Context: an optimization exercise on an open-source flow, tuned for small area and a short achievable clock period. The choices shown serve that exercise and are no tape-out recipe. Where RTL was checked, it was by simulation tests only, not by an equivalence proof against the original. Power figures rest on the tool's default switching activity, not on a simulated workload.

==> run a: inputs <==
## mul32_pipe
module mul32_pipe(clk, rst, in_valid, a, b, out_valid, p);
  input clk, rst, in_valid;
  input [31:0] a, b;
  output out_valid;
  output [63:0] p;
  reg [2:0] vpipe;
  always @(posedge clk)
    if (rst) vpipe <= 3'd0;
    else vpipe <= {vpipe[1:0], in_valid};
  assign out_valid = vpipe[2];
  reg [305:0] rk1;
  reg [136:0] rk2;
  reg [87:0] rk3;
  wire n1 = b[1] & ~b[0];
  wire n2 = b[2] ^ b[1];
  wire n3 = (b[3] & ~b[2] & ~b[1]) | (~b[3] & b[2] & b[1]);
  wire n4 = b[4] ^ b[3];
  wire n5 = (b[5] & ~b[4] & ~b[3]) | (~b[5] & b[4] & b[3]);
  wire n6 = b[6] ^ b[5];
  wire n7 = (b[7] & ~b[6] & ~b[5]) | (~b[7] & b[6] & b[5]);
  wire n8 = b[8] ^ b[7];
  wire n9 = (b[9] & ~b[8] & ~b[7]) | (~b[9] & b[8] & b[7]);
  wire n10 = b[10] ^ b[9];
  wire n11 = (b[11] & ~b[10] & ~b[9]) | (~b[11] & b[10] & b[9]);
  wire n12 = b[12] ^ b[11];
  wire n13 = (b[13] & ~b[12] & ~b[11]) | (~b[13] & b[12] & b[11]);
  wire n14 = b[14] ^ b[13];
  wire n15 = (b[15] & ~b[14] & ~b[13]) | (~b[15] & b[14] & b[13]);
  wire n16 = b[16] ^ b[15];
  wire n17 = (b[17] & ~b[16] & ~b[15]) | (~b[17] & b[16] & b[15]);
  wire n18 = b[18] ^ b[17];
  wire n19 = (b[19] & ~b[18] & ~b[17]) | (~b[19] & b[18] & b[17]);
  wire n20 = b[20] ^ b[19];
  wire n21 = (b[21] & ~b[20] & ~b[19]) | (~b[21] & b[20] & b[19]);
  wire n22 = b[22] ^ b[21];
  wire n23 = (b[23] & ~b[22] & ~b[21]) | (~b[23] & b[22] & b[21]);
  ...
export LEC_CHECK = 0
export ABC_AREA = 1
export CAP_MARGIN = 20
export CORE_MARGIN = 2
export CORE_UTILIZATION = 60
export CTS_CLUSTER_DIAMETER = 120
export CTS_CLUSTER_SIZE = 20
export PLACE_DENSITY = 0.85
export SLEW_MARGIN = 20
export SYNTH_HIERARCHICAL = 1
create_clock -name core_clock -period 2.5 [get_ports {clk}]
standard.sh (not shown) runs the stock make flow with config.mk's settings and CLKGATE_MAP_FILE= SYNTH_SCRIPT=/design/flow/synth_recipe.tcl, a recipe that flattens the netlist after the stock synthesis.
==> flow/flow/run.sh <==
#!/bin/bash
# Own layout flow: the standard ORFS flow (standard.sh), unchanged except that the
# port buffers that global placement inserts on every input and output use a plain buffer
# (buf_4) instead of the delay cell buffer_ports picks by default.
set -euo pipefail
export BUFFER_PORTS_ARGS="-buffer_cell sky130_fd_sc_hd__buf_4"
bash standard.sh finish > standard_flow.log 2>&1
==> inputs of run b, as changes to run a <==
--- a/flow/config.mk
+++ b/flow/config.mk
@@ -9,8 +9,5 @@
 export CAP_MARGIN = 20
 export CORE_MARGIN = 2
-export CORE_UTILIZATION = 60
-export CTS_CLUSTER_DIAMETER = 120
-export CTS_CLUSTER_SIZE = 20
-export PLACE_DENSITY = 0.85
+export CORE_UTILIZATION = 40
 export SLEW_MARGIN = 20
 export SYNTH_HIERARCHICAL = 1
==> inputs of run c, as changes to run a <==
--- a/flow/config.mk
+++ b/flow/config.mk
@@ -7,10 +7,11 @@
 export LEC_CHECK = 0
 export ABC_AREA = 1
+export ABC_CLOCK_PERIOD_IN_PS = 2000
 export CAP_MARGIN = 20
 export CORE_MARGIN = 2
-export CORE_UTILIZATION = 60
+export CORE_UTILIZATION = 50
 export CTS_CLUSTER_DIAMETER = 120
 export CTS_CLUSTER_SIZE = 20
-export PLACE_DENSITY = 0.85
+export PLACE_DENSITY = 0.75
 export SLEW_MARGIN = 20
 export SYNTH_HIERARCHICAL = 1
==> inputs of run d, as changes to run a <==
--- a/flow/config.mk
+++ b/flow/config.mk
@@ -9,8 +9,6 @@
 export CAP_MARGIN = 20
 export CORE_MARGIN = 2
-export CORE_UTILIZATION = 60
-export CTS_CLUSTER_DIAMETER = 120
-export CTS_CLUSTER_SIZE = 20
-export PLACE_DENSITY = 0.85
+export CORE_UTILIZATION = 50
+export PLACE_DENSITY = 0.75
 export SLEW_MARGIN = 20
 export SYNTH_HIERARCHICAL = 1
==> qor summary <==
| quantity | run a | run b | run d | run c |
|---|---|---|---|---|
| Vertical extent of the die | 243 um | 297 um | 266 um | 266 um |
| Outcome | complete, no violations | complete, no violations | complete, no violations | complete, no violations |
| Crit path arrival time | 2.93 ns | 2.93 ns | 2.89 ns | 2.85 ns |
| Number of logic stages on the critical path including buffering | 10 | 10 | 9 | 6 |
| Met1 WL | 34500 um | 41500 um | 37600 um | 37500 um |
| Number of CTS-inserted buffers | 30 | 60 | 57 | 31 |
| Clock latency reported for the late side of the worst-skew pair | 0.63 ns | 0.64 ns | 0.62 ns | 0.63 ns |
| Final hold slack | 0.0423 ns | 0.0761 ns | 0.0630 ns | 0.0527 ns |
| Final estimated routing congestion in global placement | 1.00 | 0.931 | 1.00 | 1.00 |
| Number of global-route vias before repair | 26300 | 24500 | 25600 | 24900 |
| Total routed wirelength | 94900 um | 95700 um | 95500 um | 93200 um |
| Power attributed to the clock group | 0.00498 W | 0.00927 W | 0.00878 W | 0.00507 W |
| Signal buffers share of area | 0.0919 | 0.0892 | 0.0925 | 0.0951 |
| Crit share post-route | 0.967 | 0.951 | 0.954 | 0.942 |
| GR met1 Demand/Resource | 0.408 | 0.295 | 0.364 | 0.360 |
| Setup slack after placement | -0.333 ns | -0.208 ns | -0.389 ns | -0.389 ns |

* * *

==> run A <==
mul32_pipe, a different RTL version from the one above (not shown whole).
## mul32_pipe
module mul32_pipe(clk, rst, in_valid, a, b, out_valid, p);
  input clk, rst, in_valid;
  input [31:0] a, b;
  output out_valid;
  output [63:0] p;
  reg [4:0] vpipe;
  always @(posedge clk)
    if (rst) vpipe <= 5'd0;
    else vpipe <= {vpipe[3:0], in_valid};
  assign out_valid = vpipe[4];
  reg [416:0] rk1;
  reg [225:0] rk2;
  reg [136:0] rk3;
  reg [98:0] rk4;
  reg [63:0] rk5;
  wire n1 = b[1] & ~b[0];
  wire n2 = b[2] ^ b[1];
  wire n3 = (b[3] & ~b[2] & ~b[1]) | (~b[3] & b[2] & b[1]);
  wire n4 = b[4] ^ b[3];
  wire n5 = (b[5] & ~b[4] & ~b[3]) | (~b[5] & b[4] & b[3]);
  wire n6 = b[6] ^ b[5];
  wire n7 = (b[7] & ~b[6] & ~b[5]) | (~b[7] & b[6] & b[5]);
  wire n8 = b[8] ^ b[7];
  wire n9 = (b[9] & ~b[8] & ~b[7]) | (~b[9] & b[8] & b[7]);
  wire n10 = b[10] ^ b[9];
  wire n11 = (b[11] & ~b[10] & ~b[9]) | (~b[11] & b[10] & b[9]);
  wire n12 = b[12] ^ b[11];
  wire n13 = (b[13] & ~b[12] & ~b[11]) | (~b[13] & b[12] & b[11]);
  wire n14 = b[14] ^ b[13];
  wire n15 = (b[15] & ~b[14] & ~b[13]) | (~b[15] & b[14] & b[13]);
  wire n16 = b[16] ^ b[15];
  wire n17 = (b[17] & ~b[16] & ~b[15]) | (~b[17] & b[16] & b[15]);
  wire n18 = b[18] ^ b[17];
  wire n19 = (b[19] & ~b[18] & ~b[17]) | (~b[19] & b[18] & b[17]);
  wire n20 = b[20] ^ b[19];
  wire n21 = (b[21] & ~b[20] & ~b[19]) | (~b[21] & b[20] & b[19]);
  wire n22 = b[22] ^ b[21];
  wire n23 = (b[23] & ~b[22] & ~b[21]) | (~b[23] & b[22] & b[21]);
  wire n24 = b[24] ^ b[23];
  wire n25 = (b[25] & ~b[24] & ~b[23]) | (~b[25] & b[24] & b[23]);
  wire n26 = b[26] ^ b[25];
  wire n27 = (b[27] & ~b[26] & ~b[25]) | (~b[27] & b[26] & b[25]);
  wire n28 = b[28] ^ b[27];
  wire n29 = (b[29] & ~b[28] & ~b[27]) | (~b[29] & b[28] & b[27]);
  wire n30 = b[30] ^ b[29];
  wire n31 = (b[31] & ~b[30] & ~b[29]) | (~b[31] & b[30] & b[29]);
  wire n32 = ((b[0] & a[0])) ^ b[1];
  ...
clock: 2.5 ns
lec_check: 0
abc_area: 1
cap_margin: 20
core_margin: 2
core_utilization: 40
slew_margin: 20
synth_hierarchical: 1
Scripts as last shown in full above: flow/flow/run.sh
==> inputs of run F, as changes to run A <==
--- a/flow/design.v
+++ b/flow/design.v
@@ -7,15 +7,15 @@
   always @(posedge clk)
     if (rst) vpipe <= 5'd0;
     else vpipe <= {vpipe[3:0], in_valid};
   assign out_valid = vpipe[4];
   reg [416:0] rk1;
   reg [225:0] rk2;
   reg [136:0] rk3;
-  reg [98:0] rk4;
+  reg [114:0] rk4;
   reg [63:0] rk5;
   wire n1 = b[1] & ~b[0];
   wire n2 = b[2] ^ b[1];
   wire n3 = (b[3] & ~b[2] & ~b[1]) | (~b[3] & b[2] & b[1]);
   wire n4 = b[4] ^ b[3];
   wire n5 = (b[5] & ~b[4] & ~b[3]) | (~b[5] & b[4] & b[3]);
   wire n6 = b[6] ^ b[5];
@@ -1668,23 +1668,21 @@
   mul_ha u1130(rk3[113], rk3[114], hs1130, hc1130);
   wire fs1131, fc1131;
   mul_fa u1131(rk3[116], rk3[117], rk3[118], fs1131, fc1131);
   wire fs1132, fc1132;
   mul_fa u1132(rk3[120], rk3[121], rk3[122], fs1132, fc1132);
   wire fs1133, fc1133;
   mul_fa u1133(rk3[124], rk3[125], rk3[126], fs1133, fc1133);
-  wire [24:0] s1134;
-  assign s1134 = {hc1102, hc1101, hc1100, hc1099, hc1098, hc1097, hc1096, hc1095, hc1094, hc1093, hc1092, hc1091, hc1090, hc1089, hc1088, fc1087, fs1087, rk3[7], rk3[6], rk3[5], rk3[4], rk3[3], rk3[2], rk3[0]} + {hs1103, hs1102, hs1101, hs1100, hs1099, hs1098, hs1097, hs1096, hs1095, hs1094, hs1093, hs1092, hs1091, hs1090, hs1089, hs1088, 1'b0, 1'b0, 1'b0, 1'b0, 1'b0, 1'b0, 1'b0, rk3[1]} + 1'b0;
-  wire [40:0] s1135;
-  assign s1135 = {rk4[72], rk4[71], rk4[69], rk4[68], rk4[66], rk4[65], rk4[63], rk4[62], rk4[60], rk4[59], rk4[57], rk4[56], rk4[54], rk4[52], rk4[50], rk4[48], rk4[46], rk4[44], rk4[42], rk4[40], rk4[38], rk4[36], rk4[34], rk4[32], rk4[30], rk4[28], rk4[26], rk4[24], rk4[22], rk4[20], rk4[18], rk4[16], rk4[14], rk4[12], rk4[10], rk4[8], rk4[6], rk4[4], rk4[2], rk4[0]} + {rk4[73], 1'b0, rk4[70], 1'b0, rk4[67], 1'b0, rk4[64], 1'b0, rk4[61], 1'b0, rk4[58], 1'b0, rk4[55], rk4[53], rk4[51], rk4[49], rk4[47], rk4[45], rk4[43], rk4[41], rk4[39], rk4[37], rk4[35], rk4[33], rk4[31], rk4[29], rk4[27], rk4[25], rk4[23], rk4[21], rk4[19], rk4[17], rk4[15], rk4[13], rk4[11], rk4[9], rk4[7], rk4[5], rk4[3], rk4[1]} + rk4[98];
+  wire [64:0] s1134;
+  assign s1134 = {rk4[113], rk4[112], rk4[110], rk4[109], rk4[107], rk4[106], rk4[104], rk4[103], rk4[101], rk4[100], rk4[98], rk4[97], rk4[95], rk4[93], rk4[91], rk4[89], rk4[87], rk4[85], rk4[83], rk4[81], rk4[79], rk4[77], rk4[75], rk4[73], rk4[71], rk4[69], rk4[67], rk4[65], rk4[63], rk4[61], rk4[59], rk4[57], rk4[55], rk4[53], rk4[51], rk4[49], rk4[47], rk4[45], rk4[43], rk4[41], rk4[39], rk4[37], rk4[35], rk4[33], rk4[31], rk4[29], rk4[27], rk4[25], rk4[23], rk4[21], rk4[19], rk4[17], rk4[15], rk4[13], rk4[11], rk4[9], rk4[8], rk4[7], rk4[6], rk4[5], rk4[4], rk4[3], rk4[2], rk4[0]} + {rk4[114], 1'b0, rk4[111], 1'b0, rk4[108], 1'b0, rk4[105], 1'b0, rk4[102], 1'b0, rk4[99], 1'b0, rk4[96], rk4[94], rk4[92], rk4[90], rk4[88], rk4[86], rk4[84], rk4[82], rk4[80], rk4[78], rk4[76], rk4[74], rk4[72], rk4[70], rk4[68], rk4[66], rk4[64], rk4[62], rk4[60], rk4[58], rk4[56], rk4[54], rk4[52], rk4[50], rk4[48], rk4[46], rk4[44], rk4[42], rk4[40], rk4[38], rk4[36], rk4[34], rk4[32], rk4[30], rk4[28], rk4[26], rk4[24], rk4[22], rk4[20], rk4[18], rk4[16], rk4[14], rk4[12], rk4[10], 1'b0, 1'b0, 1'b0, 1'b0, 1'b0, 1'b0, 1'b0, rk4[1]} + 1'b0;
   always @(posedge clk) rk1 <= {n607, n575, fc788, fs788, fc787, fs787, fc786, fs786, fc785, n603, fs785, fc784, n602, fs784, fc783, n601, n569, fs783, fc782, fc781, fs782, fs781, fc780, fc779, fs780, fs779, fc778, fc777, fs778, fs777, fc776, fc775, n597, fs776, fs775, fc774, fc773, n596, fs774, fs773, fc772, fc771, n595, n563, fs772, fs771, fc770, fc769, fc768, fs770, fs769, fs768, fc767, fc766, fc765, fs767, fs766, fs765, fc764, fc763, fc762, fs764, fs763, fs762, fc761, fc760, fc759, n591, fs761, fs760, fs759, fc758, fc757, fc756, n590, fs758, fs757, fs756, fc755, fc754, fc753, n589, n557, fs755, fs754, fs753, fc752, fc751, fc750, fc749, fs752, fs751, fs750, fs749, fc748, fc747, fc746, fc745, fs748, fs747, fs746, fs745, fc744, fc743, fc742, fc741, fs744, fs743, fs742, fs741, fc740, fc739, fc738, fc737, n585, fs740, fs739, fs738, fs737, fc736, fc735, fc734, fc733, n584, fs736, fs735, fs734, fs733, fc732, fc731, fc730, fc729, n583, n551, fs732, fs731, fs730, fs729, fc728, fc727, fc726, fc725, fc724, fs728, fs727, fs726, fs725, fs724, fc723, fc722, fc721, fc720, fc719, fs723, fs722, fs721, fs720, fs719, fc718, fc717, fc716, fc715, fc714, fs718, fs717, fs716, fs715, fs714, fc713, fc712, fc711, fc710, fc709, n579, fs713, fs712, fs711, fs710, fs709, fc708, fc707, fc706, fc705, fc704, n578, fs708, fs707, fs706, fs705, fs704, fc703, fc702, fc701, fc700, fc699, fc698, fs703, fs702, fs701, fs700, fs699, fs698, fc697, fc696, fc695, fc694, fc693, n576, n544, fs697, fs696, fs695, fs694, fs693, fc692, fc691, fc690, fc689, fc688, n543, fs692, fs691, fs690, fs689, fs688, fc687, fc686, fc685, fc684, fc683, n542, n510, fs687, fs686, fs685, fs684, fs683, fc682, fc681, fc680, fc679, fc678, fs682, fs681, fs680, fs679, fs678, fc677, fc676, fc675, fc674, fc673, n508, fs677, fs676, fs675, fs674, fs673, fc672, fc671, fc670, fc669, n475, n443, fs672, fs671, fs670, fs669, fc668, fc667, fc666, fc665, fc664, fs668, fs667, fs666, fs665, fs664, fc663, fc662, fc661, fc660, n441, fs663, fs662, fs661, fs660, fc659, fc658, fc657, fc656, n440, n408, fs659, fs658, fs657, fs656, fc655, fc654, fc653, fc652, fs655, fs654, fs653, fs652, fc651, fc650, fc649, fc648, n406, fs651, fs650, fs649, fs648, fc647, fc646, fc645, n373, n341, fs647, fs646, fs645, fc644, fc643, fc642, fc641, fs644, fs643, fs642, fs641, fc640, fc639, fc638, n339, fs640, fs639, fs638, fc637, fc636, fc635, n338, n306, fs637, fs636, fs635, fc634, fc633, fc632, fs634, fs633, fs632, fc631, fc630, fc629, n304, fs631, fs630, fs629, fc628, fc627, n271, n239, fs628, fs627, fc626, fc625, fc624, fs626, fs625, fs624, fc623, fc622, n237, fs623, fs622, fc621, fc620, n236, n204, fs621, fs620, fc619, fc618, fs619, fs618, fc617, fc616, n202, fs617, fs616, fc615, n169, n137, fs615, fc614, fc613, fs614, fs613, fc612, n135, fs612, fc611, n134, n102, fs611, fc610, fs610, fc609, n100, fs609, n67, n35, fc608, fs608, n33, n32, b[1]};
   always @(posedge clk) rk2 <= {fs908, rk1[413], rk1[412], fc990, fs990, fs907, fc906, fs906, fc905, fc989, fs989, fc988, fs904, fs988, fc987, fs987, fc986, fs986, fc985, fs901, fs985, fc984, fs900, fc899, fs984, fc983, fs899, fs983, fc982, fs897, fs896, fs982, fc981, fs895, fs981, fc980, fs893, fs980, fc979, fs891, fs890, fs979, fc978, fs889, fs888, fs978, fc977, fc976, fs887, fs977, fs976, fc975, fs885, fs884, fs975, fc974, fc973, fs974, fs973, fc972, fc971, fs880, fs972, fs971, fc970, fc969, fs970, fs969, fc968, fc967, fs968, fs967, fc966, fc965, fs872, fs966, fs965, fc964, fc963, fs869, fs868, fs964, fs963, fc962, fc961, fs866, fs962, fs961, fc960, fc959, fs863, fs960, fs959, hc958, fc957, fc956, hs958, fs957, fs956, fc955, fc954, fc953, fs955, fs954, fs953, hc952, fc951, fc950, hs952, fs951, fs950, fc949, fc948, fc947, fs949, fs948, fs947, fc946, fc945, fs847, fs946, fs945, fc944, fc943, fc942, fs944, fs943, fs942, fc941, fc940, fs840, fs941, fs940, fc939, fc938, fs836, fs939, fs938, fc937, fc936, fs833, fs937, fs936, fc935, fc934, fs830, fs829, fs935, fs934, fc933, fc932, fs933, fs932, fc931, fc930, fs931, fs930, fc929, fc928, fs929, fs928, fc927, fc926, fs927, fs926, fc925, fc924, fs816, fs925, fs924, fc923, fs814, fs813, fs923, fc922, fs811, fs810, fs922, fc921, fs809, fs808, fs921, fc920, fc919, fs920, fs919, fc918, fs805, fs918, fc917, fs803, fs917, fc916, fs801, fs916, fc915, fs799, fs915, fc914, fs798, fc797, fs914, fc913, fs913, fc912, fs912, fc911, fs911, fc910, fs793, fs910, fs792, fc791, fs791, fc790, fs790, rk1[14], rk1[10], rk1[9], fc909, fs909, fs789, rk1[3], rk1[2], rk1[1], rk1[0]};
   always @(posedge clk) rk3 <= {fc1050, rk2[225], fs1050, rk2[221], fc1086, fs1086, fs1049, fc1085, fs1085, fs1048, rk2[210], rk2[209], fc1084, fs1084, fs1047, fc1046, fc1083, fs1083, fs1045, fc1044, fc1082, fs1082, fs1043, fc1042, fs1042, fc1041, fc1081, fs1081, fc1080, fs1040, fs1080, fc1079, fs1079, fc1078, fs1038, fs1078, fc1077, fs1077, fc1076, fs1036, fs1076, fc1075, fs1075, fc1074, fs1034, fs1074, fc1073, fs1032, fs1073, fc1072, fs1031, fs1072, fc1071, fs1028, fs1071, fc1070, fs1027, fs1070, fc1069, fs1025, fs1069, fc1068, fs1023, fs1068, fc1067, fs1021, fs1067, fc1066, fs1018, fs1066, fc1065, fs1017, fs1065, fc1064, fs1014, fs1064, fc1063, fs1012, fs1063, fc1062, fs1010, fs1062, fc1061, fs1008, fs1061, fc1060, fs1060, fc1059, fs1059, fc1058, fs1058, fc1057, fs1057, fc1056, fs1056, fc1055, fs1055, fc1054, fs1054, fc1053, fs1053, fc1052, fs998, fs1052, fs997, fc996, fs996, fc995, fs995, fc994, fs994, fc993, fs993, fc992, fs992, rk2[26], rk2[22], rk2[21], rk2[20], rk2[19], rk2[18], rk2[17], rk2[16], rk2[15], rk2[14], rk2[13], rk2[12], rk2[11], fc1051, fs1051, fs991, rk2[5], rk2[4], rk2[3], rk2[2], rk2[1], rk2[0]};
-  always @(posedge clk) rk4 <= {s1134[24], s1134[23], s1134[22], s1134[21], s1134[20], s1134[19], s1134[18], s1134[17], s1134[16], s1134[15], s1134[14], s1134[13], s1134[12], s1134[11], s1134[10], s1134[9], s1134[8], s1134[7], s1134[6], s1134[5], s1134[4], s1134[3], s1134[2], s1134[1], s1134[0], rk3[136], rk3[135], rk3[134], rk3[133], rk3[132], rk3[131], rk3[130], rk3[129], rk3[128], rk3[127], fc1133, fs1133, rk3[123], fc1132, fs1132, rk3[119], fc1131, fs1131, rk3[115], hc1130, hs1130, fc1129, fs1129, hc1128, hs1128, fc1127, fs1127, hc1126, hs1126, fc1125, fs1125, hc1124, hs1124, fc1123, fs1123, hc1122, hs1122, fc1121, fs1121, fc1120, fs1120, fc1119, fs1119, fc1118, fs1118, fc1117, fs1117, fc1116, fs1116, fc1115, fs1115, fc1114, fs1114, fc1113, fs1113, fc1112, fs1112, fc1111, fs1111, fc1110, fs1110, fc1109, fs1109, fc1108, fs1108, hc1107, hs1107, hc1106, hs1106, hc1105, hs1105, hc1104, hs1104, hc1103};
-  always @(posedge clk) rk5 <= {s1135[39], s1135[38], s1135[37], s1135[36], s1135[35], s1135[34], s1135[33], s1135[32], s1135[31], s1135[30], s1135[29], s1135[28], s1135[27], s1135[26], s1135[25], s1135[24], s1135[23], s1135[22], s1135[21], s1135[20], s1135[19], s1135[18], s1135[17], s1135[16], s1135[15], s1135[14], s1135[13], s1135[12], s1135[11], s1135[10], s1135[9], s1135[8], s1135[7], s1135[6], s1135[5], s1135[4], s1135[3], s1135[2], s1135[1], s1135[0], rk4[97], rk4[96], rk4[95], rk4[94], rk4[93], rk4[92], rk4[91], rk4[90], rk4[89], rk4[88], rk4[87], rk4[86], rk4[85], rk4[84], rk4[83], rk4[82], rk4[81], rk4[80], rk4[79], rk4[78], rk4[77], rk4[76], rk4[75], rk4[74]};
+  always @(posedge clk) rk4 <= {rk3[136], rk3[135], rk3[134], rk3[133], rk3[132], rk3[131], rk3[130], rk3[129], rk3[128], rk3[127], fc1133, fs1133, rk3[123], fc1132, fs1132, rk3[119], fc1131, fs1131, rk3[115], hc1130, hs1130, fc1129, fs1129, hc1128, hs1128, fc1127, fs1127, hc1126, hs1126, fc1125, fs1125, hc1124, hs1124, fc1123, fs1123, hc1122, hs1122, fc1121, fs1121, fc1120, fs1120, fc1119, fs1119, fc1118, fs1118, fc1117, fs1117, fc1116, fs1116, fc1115, fs1115, fc1114, fs1114, fc1113, fs1113, fc1112, fs1112, fc1111, fs1111, fc1110, fs1110, fc1109, fs1109, fc1108, fs1108, hc1107, hs1107, hc1106, hs1106, hc1105, hs1105, hc1104, hs1104, hc1103, hs1103, hc1102, hs1102, hc1101, hs1101, hc1100, hs1100, hc1099, hs1099, hc1098, hs1098, hc1097, hs1097, hc1096, hs1096, hc1095, hs1095, hc1094, hs1094, hc1093, hs1093, hc1092, hs1092, hc1091, hs1091, hc1090, hs1090, hc1089, hs1089, hc1088, hs1088, fc1087, fs1087, rk3[7], rk3[6], rk3[5], rk3[4], rk3[3], rk3[2], rk3[1], rk3[0]};
+  always @(posedge clk) rk5 <= {s1134[63], s1134[62], s1134[61], s1134[60], s1134[59], s1134[58], s1134[57], s1134[56], s1134[55], s1134[54], s1134[53], s1134[52], s1134[51], s1134[50], s1134[49], s1134[48], s1134[47], s1134[46], s1134[45], s1134[44], s1134[43], s1134[42], s1134[41], s1134[40], s1134[39], s1134[38], s1134[37], s1134[36], s1134[35], s1134[34], s1134[33], s1134[32], s1134[31], s1134[30], s1134[29], s1134[28], s1134[27], s1134[26], s1134[25], s1134[24], s1134[23], s1134[22], s1134[21], s1134[20], s1134[19], s1134[18], s1134[17], s1134[16], s1134[15], s1134[14], s1134[13], s1134[12], s1134[11], s1134[10], s1134[9], s1134[8], s1134[7], s1134[6], s1134[5], s1134[4], s1134[3], s1134[2], s1134[1], s1134[0]};
   assign p = {rk5[63], rk5[62], rk5[61], rk5[60], rk5[59], rk5[58], rk5[57], rk5[56], rk5[55], rk5[54], rk5[53], rk5[52], rk5[51], rk5[50], rk5[49], rk5[48], rk5[47], rk5[46], rk5[45], rk5[44], rk5[43], rk5[42], rk5[41], rk5[40], rk5[39], rk5[38], rk5[37], rk5[36], rk5[35], rk5[34], rk5[33], rk5[32], rk5[31], rk5[30], rk5[29], rk5[28], rk5[27], rk5[26], rk5[25], rk5[24], rk5[23], rk5[22], rk5[21], rk5[20], rk5[19], rk5[18], rk5[17], rk5[16], rk5[15], rk5[14], rk5[13], rk5[12], rk5[11], rk5[10], rk5[9], rk5[8], rk5[7], rk5[6], rk5[5], rk5[4], rk5[3], rk5[2], rk5[1], rk5[0]};
 endmodule
 module mul_fa(x, y, z, s, c);
   input x, y, z;
   output s, c;
   assign s = x ^ y ^ z;
   assign c = (x & y) | (y & z) | (x & z);
==> comparison table <==
	run A	run F
Arrival @ worst endpoint	2930 ps	2850 ps
Number of synthesized register bits	948	964
Result of the run	no timing/DRC/antenna violations	no timing/DRC/antenna violations
Clock slew at reported path FFs	70 ps	60 ps
DR WL met2	56,800 um	62,400 um
Max rail drop VDD	594 uV	689 uV
Number of antenna violations at the first check in global routing	6	8
Via count	28,400	30,200
Die height	334 um	339 um
Share of total power in sequential cells	38.4%	37.0%
Number of instances in the synthesized netlist	3,811	4,165
Simple-gate area share of the yosys netlist	5.75%	8.02%
Effective utilization at floorplan	40.2%	40.4%
End-of-flow core utilization	46.5%	46.8%
Area added between synthesis and finish	15.7%	15.7%
Detail Placement HPWL	88,700 um	98,100 um
No functional check of the RTL was part of any run of this note.

## port drivers added, routing unchanged
The results above use ideal ports. As a check the final layouts listed here were re-extracted and re-timed, cells and wires unchanged. Step 1: set_driving_cell puts a clkbuf_16 on clk and a buf_2 on each other input, an assumption about the parent block. Step 2 also shifts input and output timing later by t, the mid clock arrival at the registers, as if the neighbouring blocks saw the same clock. Three values: no drivers, after step 1, after step 2; two values: the first two.
| run | t, ns | slack for setup (ns) | hold slack, ns | worst register clock-pin slew, ns | pins driven straight from the clock port |
|---|---|---|---|---|---|
| run a of note 1 | 0.677 | 0.083 / 0.083 / -0.359 | 0.042 / 0.002 / 0.324 | 0.10 / 0.10 | 1 |
| run b of note 1 | 0.692 | 0.123 / 0.123 / -0.275 | 0.076 / 0.036 / 0.325 | 0.08 / 0.08 | 1 |
| run c of note 1 | 0.677 | 0.144 / 0.127 / -0.491 | 0.053 / 0.013 / 0.328 | 0.10 / 0.10 | 1 |
| run d of note 1 | 0.674 | 0.115 / 0.115 / -0.504 | 0.063 / 0.025 / 0.326 | 0.07 / 0.07 | 1 |
| run A of note 2 | 0.756 | 0.194 / 0.194 / -0.096 | 0.034 / -0.010 / 0.320 | 0.07 / 0.07 | 1 |
| run F of note 2 | 0.752 | 0.191 / 0.191 / -0.081 | 0.020 / -0.020 / 0.322 | 0.07 / 0.07 | 1 |
With both steps, setup timing fails in every run listed, where it was met with ideal ports. The setup slack of run c of note 1, which loses most, moves by -0.017 ns with the drivers and by -0.635 ns with both steps.
